Source: an optimization exercise on an open RTL-to-GDS flow (aim: a short achievable clock period and few clock cycles). Production flows keep margins and buffers that such runs may drop.
Only simulation tests tie the RTL to the original design; equivalence was not proved.

==> v29 <==
Design mips, start of the top module:
module mips
  (
   input         clk,
   input         rst,
   output [31:0] imem_addr,
   input [31:0]  imem_data,
   output        wb_en,
   output [4:0]  wb_reg,
   output [31:0] wb_data
   );
==> flow/config.mk <==
export PLATFORM = sky130hd
export DESIGN_NAME = mips
export DESIGN_NICKNAME = mips
export VERILOG_FILES = /design/flow/design.v
export SDC_FILE = /design/flow/constraint.sdc
export NUM_CORES = 4
export LEC_CHECK = 0
export CAP_MARGIN = 20
export CORE_MARGIN = 2
export CORE_UTILIZATION = 40
export SLEW_MARGIN = 20
export SYNTH_HIERARCHICAL = 1
==> flow/constraint.sdc <==
create_clock -name core_clock -period 160.0 [get_ports {clk}]
set_input_delay 32.0000 -clock core_clock [delete_from_list [all_inputs] [get_ports {clk}]]
set_output_delay 32.0000 -clock core_clock [all_outputs]
set_load 0.01 [all_outputs]
standard.sh (not shown) runs the stock make flow with config.mk's settings and CLKGATE_MAP_FILE= SYNTH_SCRIPT=/design/flow/synth_recipe.tcl, a recipe that flattens the netlist after the stock synthesis.
==> flow/flow/run.sh <==
#!/bin/bash
# The standard layout, with repair_timing aiming for a setup slack of
# REPAIR_MARGIN ns instead of the flow's few ns, so that the resizer works on
# the paths the achieved period depends on. The SDC is the design's.
set -euo pipefail
REPAIR_MARGIN=127
bash standard.sh SETUP_SLACK_MARGIN=$REPAIR_MARGIN finish > standard_make.log 2>&1
==> inputs of v8, as changes to v29 <==
--- a/flow/design.v
+++ b/flow/design.v
@@ -171,25 +171,21 @@
    input [4:0]   RS,
    input [4:0]   RT,
    input [4:0]   RC,
    input [4:0]   RD,
    output [31:0] busA,
    output [31:0] busB,
    output [31:0] busC,
    output [31:0] busD,
-   output [31:0] written_next,
    input         rst,
    input         clk
    );
     reg [31:0]   registers[31:1];
     reg [31:1]   written;
-    assign written_next = {written, 1'b0} |
-                          ((write_enable && write_register != 5'd0) ? (32'd1 << write_register) : 32'd0) |
-                          ((write_enable2 && write_register2 != 5'd0) ? (32'd1 << write_register2) : 32'd0);
     assign busA = (RS == 5'd0 || !written[RS]) ? 32'd0 : registers[RS];
     assign busB = (RT == 5'd0 || !written[RT]) ? 32'd0 : registers[RT];
     assign busC = (RC == 5'd0 || !written[RC]) ? 32'd0 : registers[RC];
     assign busD = (RD == 5'd0 || !written[RD]) ? 32'd0 : registers[RD];
     always@(posedge clk)
     begin
         if(rst)
           written <= 31'd0;
@@ -209,28 +205,26 @@
           registers[write_register] <= busW;
     end  
 endmodule  
 module fetch_next
   (
    input [31:0]  word,
    input         early_taken,    
    input [31:0]  early_target,
-   input [31:0]  written,        
    input [31:0]  pc_plus4,
    input [31:0]  pc_plus8,
    input [31:0]  pc_plus12,
    input [31:0]  pc_plus16,
    output [31:0] next_pc,
    output        taken           
    );
     wire        is_j = word[31:26] == 6'b000010;
     wire        ubeq = word[31:26] == 6'b000100 && word[15:2] == 14'd0 &&
-                       (word[25:21] == word[20:16] ||
-                        (!written[word[25:21]] && !written[word[20:16]]));
+                       word[25:21] == word[20:16];
     reg [31:0]  ubeq_target;
     always @(*)
     begin
         case (word[1:0])
           2'd0: ubeq_target = pc_plus4;
           2'd1: ubeq_target = pc_plus8;
           2'd2: ubeq_target = pc_plus12;
           default: ubeq_target = pc_plus16;
@@ -254,18 +248,16 @@
     reg [31:0]  pc;           
     reg [31:0]  ir;           
     reg         ir_valid;
     assign imem_addr = pc;
     wire [31:0] pc_plus4 = pc + 32'd4;
     wire [31:0] pc_plus8 = pc + 32'd8;
     wire [31:0] pc_plus12 = pc + 32'd12;
     wire [31:0] pc_plus16 = pc + 32'd16;
-    wire [31:0] written_next;
-    wire [31:0] written_soon;
     wire [31:0] fetch_next_pc;
     wire        fetch_taken;
     wire [5:0]  opcode = ir[31:26];
     wire [4:0]  RS = ir[25:21];
     wire [4:0]  RT = ir[20:16];
     wire [4:0]  RD = ir[15:11];
     wire [5:0]  funct = ir[5:0];
     wire [31:0] immediate = { {16{ir[15]}}, ir[15:0] };
@@ -348,32 +340,29 @@
             .imm(immediate),
             .is_lui(is_lui),
             .is_addi(is_addi),
             .funct(funct),
             .result(alu_out));
     wire [31:0] result = alu_out;
     wire        do_write = writes && !is_div && !stall;
     wire        div_write = div_busy && div_dest != 5'd0;
-    assign written_soon = written_next |
-                          ((ir_valid && is_div && RD != 5'd0) ? (32'd1 << RD) : 32'd0);
     wire        beq_taken = ir_valid && is_beq && !ir_taken && !stall &&
                             ir[15:0] != 16'd0 && busA == busB;
     wire [31:0] beq_target = pc + {immediate[29:0], 2'b00};
     wire        e_fwd = do_write && dest != 5'd0;
     wire [31:0] early_a = (e_fwd && dest == bt_hit_rs) ? alu_out : busC;
     wire [31:0] early_b = (e_fwd && dest == bt_hit_rt) ? alu_out : busD;
     wire        early_taken = bt_hit && !(ir_valid && is_div) &&
                               !(div_busy && (bt_hit_rs == div_dest || bt_hit_rt == div_dest)) &&
                               early_a == early_b;
     fetch_next fetch_next(
                           .word(imem_data),
                           .early_taken(early_taken),
                           .early_target(bt_hit_target),
-                          .written(written_soon),
                           .pc_plus4(pc_plus4),
                           .pc_plus8(pc_plus8),
                           .pc_plus12(pc_plus12),
                           .pc_plus16(pc_plus16),
                           .next_pc(fetch_next_pc),
                           .taken(fetch_taken));
     register_file reg_file(
                            .write_enable(do_write),
@@ -385,17 +374,16 @@
                            .RS(RS),
                            .RT(RT),
                            .RC(bt_hit_rs),
                            .RD(bt_hit_rt),
                            .busA(busA),
                            .busB(busB),
                            .busC(busC),
                            .busD(busD),
-                           .written_next(written_next),
                            .rst(rst),
                            .clk(clk));
     always @(posedge clk)
     begin
         if (rst)
           div_busy <= 1'b0;
         else
           div_busy <= div_start;
==> inputs of v27, as changes to v29 <==
--- a/flow/design.v
+++ b/flow/design.v
@@ -171,25 +171,21 @@
    input [4:0]   RS,
    input [4:0]   RT,
    input [4:0]   RC,
    input [4:0]   RD,
    output [31:0] busA,
    output [31:0] busB,
    output [31:0] busC,
    output [31:0] busD,
-   output [31:0] written_next,
    input         rst,
    input         clk
    );
     reg [31:0]   registers[31:1];
     reg [31:1]   written;
-    assign written_next = {written, 1'b0} |
-                          ((write_enable && write_register != 5'd0) ? (32'd1 << write_register) : 32'd0) |
-                          ((write_enable2 && write_register2 != 5'd0) ? (32'd1 << write_register2) : 32'd0);
     assign busA = (RS == 5'd0 || !written[RS]) ? 32'd0 : registers[RS];
     assign busB = (RT == 5'd0 || !written[RT]) ? 32'd0 : registers[RT];
     assign busC = (RC == 5'd0 || !written[RC]) ? 32'd0 : registers[RC];
     assign busD = (RD == 5'd0 || !written[RD]) ? 32'd0 : registers[RD];
     always@(posedge clk)
     begin
         if(rst)
           written <= 31'd0;
@@ -209,28 +205,26 @@
           registers[write_register] <= busW;
     end  
 endmodule  
 module fetch_next
   (
    input [31:0]  word,
    input         early_taken,    
    input [31:0]  early_target,
-   input [31:0]  written,        
    input [31:0]  pc_plus4,
    input [31:0]  pc_plus8,
    input [31:0]  pc_plus12,
    input [31:0]  pc_plus16,
    output [31:0] next_pc,
    output        taken           
    );
     wire        is_j = word[31:26] == 6'b000010;
     wire        ubeq = word[31:26] == 6'b000100 && word[15:2] == 14'd0 &&
-                       (word[25:21] == word[20:16] ||
-                        (!written[word[25:21]] && !written[word[20:16]]));
+                       word[25:21] == word[20:16];
     reg [31:0]  ubeq_target;
     always @(*)
     begin
         case (word[1:0])
           2'd0: ubeq_target = pc_plus4;
           2'd1: ubeq_target = pc_plus8;
           2'd2: ubeq_target = pc_plus12;
           default: ubeq_target = pc_plus16;
@@ -254,18 +248,16 @@
     reg [31:0]  pc;           
     reg [31:0]  ir;           
     reg         ir_valid;
     assign imem_addr = pc;
     wire [31:0] pc_plus4 = pc + 32'd4;
     wire [31:0] pc_plus8 = pc + 32'd8;
     wire [31:0] pc_plus12 = pc + 32'd12;
     wire [31:0] pc_plus16 = pc + 32'd16;
-    wire [31:0] written_next;
-    wire [31:0] written_soon;
     wire [31:0] fetch_next_pc;
     wire        fetch_taken;
     wire [5:0]  opcode = ir[31:26];
     wire [4:0]  RS = ir[25:21];
     wire [4:0]  RT = ir[20:16];
     wire [4:0]  RD = ir[15:11];
     wire [5:0]  funct = ir[5:0];
     wire [31:0] immediate = { {16{ir[15]}}, ir[15:0] };
@@ -348,32 +340,29 @@
             .imm(immediate),
             .is_lui(is_lui),
             .is_addi(is_addi),
             .funct(funct),
             .result(alu_out));
     wire [31:0] result = alu_out;
     wire        do_write = writes && !is_div && !stall;
     wire        div_write = div_busy && div_dest != 5'd0;
-    assign written_soon = written_next |
-                          ((ir_valid && is_div && RD != 5'd0) ? (32'd1 << RD) : 32'd0);
     wire        beq_taken = ir_valid && is_beq && !ir_taken && !stall &&
                             ir[15:0] != 16'd0 && busA == busB;
     wire [31:0] beq_target = pc + {immediate[29:0], 2'b00};
     wire        e_fwd = do_write && dest != 5'd0;
     wire [31:0] early_a = (e_fwd && dest == bt_hit_rs) ? alu_out : busC;
     wire [31:0] early_b = (e_fwd && dest == bt_hit_rt) ? alu_out : busD;
     wire        early_taken = bt_hit && !(ir_valid && is_div) &&
                               !(div_busy && (bt_hit_rs == div_dest || bt_hit_rt == div_dest)) &&
                               early_a == early_b;
     fetch_next fetch_next(
                           .word(imem_data),
                           .early_taken(early_taken),
                           .early_target(bt_hit_target),
-                          .written(written_soon),
                           .pc_plus4(pc_plus4),
                           .pc_plus8(pc_plus8),
                           .pc_plus12(pc_plus12),
                           .pc_plus16(pc_plus16),
                           .next_pc(fetch_next_pc),
                           .taken(fetch_taken));
     register_file reg_file(
                            .write_enable(do_write),
@@ -385,17 +374,16 @@
                            .RS(RS),
                            .RT(RT),
                            .RC(bt_hit_rs),
                            .RD(bt_hit_rt),
                            .busA(busA),
                            .busB(busB),
                            .busC(busC),
                            .busD(busD),
-                           .written_next(written_next),
                            .rst(rst),
                            .clk(clk));
     always @(posedge clk)
     begin
         if (rst)
           div_busy <= 1'b0;
         else
           div_busy <= div_start;
==> flow/flow/run.sh (replaced) <==
#!/bin/bash
# The standard layout, with repair_timing aiming for a setup slack of
# REPAIR_MARGIN ns instead of the flow's few ns, so that the resizer works on
# the paths the achieved period depends on. The SDC is the design's.
set -euo pipefail
REPAIR_MARGIN=128
bash standard.sh SETUP_SLACK_MARGIN=$REPAIR_MARGIN finish > standard_make.log 2>&1
==> notes <==
- v29 ran to the end with no violations. v8 finished with timing, DRC and antenna clean. v27 passed the timing, design-rule and antenna checks.
- Non-clock buffer count: v27 < v29 < v8.
- Die area: v8 is smaller than v29 (about 0.6%).
- Clock skew, highest first: v29, v27, v8.
- The highest via count belongs to v8, the lowest to v29.
- Against v29, the area after synthesis of v8 is smaller by about 0.6%.
- In v29 the worst setup slack is lower than in v27, by 97 ps.
- In critical path depth, v29 and v27 do not differ.
- The highest sequential share of layout area belongs to v8, the lowest to v29.
- Register-to-register slack, highest first: v27, v29, v8.
==> figures <==
	v8	v27	v29
Run status	complete, no violations	complete, no violations	complete, no violations
Total number of multi-input combinational cells	14.78k	14.78k	14.66k
Wire length on met1	303600 microns	293800 microns	294600 microns
Average wire per standard cell	30.48 microns	29.73 microns	29.78 microns
Net total in the final layout	20.87k	20.80k	20.71k
Hold Slack	494.6 ps	561.7 ps	504.2 ps
Post-CTS setup buffer count	33	51	30
Global routing met2 resource utilization	45.09%	44.78%	43.63%
Well-tap cell count	6247	6247	6400
Reg2Reg Depth	103	107	102
Buffering overhead	2.813%	2.543%	2.703%
Hold wc startpoint	bt_valid[3]	bt_valid[2]	bt_valid[1]
Pin slew with the least headroom to its limit	1334 ps	1309 ps	1320 ps
Cell area after placement	198200 sq um	197700 sq um	199000 sq um
GR Util met1	41.78%	40.34%	40.01%
Cells after Synth	19.62k	19.62k	19.48k
Worst Slack Setup Final	126410 ps	126440 ps	126350 ps
Antenna fix cells	20	28	52
Area growth syn-to-layout	7.553%	7.869%	7.750%
Starting DRC count in detailed routing	24.38k	22.15k	22.32k
Testbench counts of v29, summed over its fixed seeds: cycles 36,450.
Testbench counts of v8, summed over its fixed seeds: cycles 36,596.
Testbench counts of v27, summed over its fixed seeds: cycles 36,596.

-- afterwards: timing with drivers on the ports --
Ports are ideal in the flow. The routed layouts listed here were re-timed in OpenROAD. Step 1, drivers: a clkbuf_16 drives clk and a buf_2 each remaining input, both assumed. Step 2 moves the port delays by t, midway between the first and last clock arrival at a register: inputs arrive t later, outputs are due t later. That takes back most of the time a late clock gives input paths. a / b / c = ideal / step 1 / step 2; a / b = the first two.
| run | shift t [ns] | setup slack, ns | cell pins on the clock port's net |
|---|---|---|---|
| v29 | 1.107 | 126.347 / 126.208 / 125.416 | 1 |
| v8 | 1.067 | 126.414 / 126.267 / 126.026 | 1 |
| v27 | 1.065 | 126.444 / 126.325 / 125.881 | 1 |
After both steps every run listed still meets setup and hold. The setup slack of v29, which loses most, moves by -0.139 ns with the drivers and by -0.931 ns with both steps.
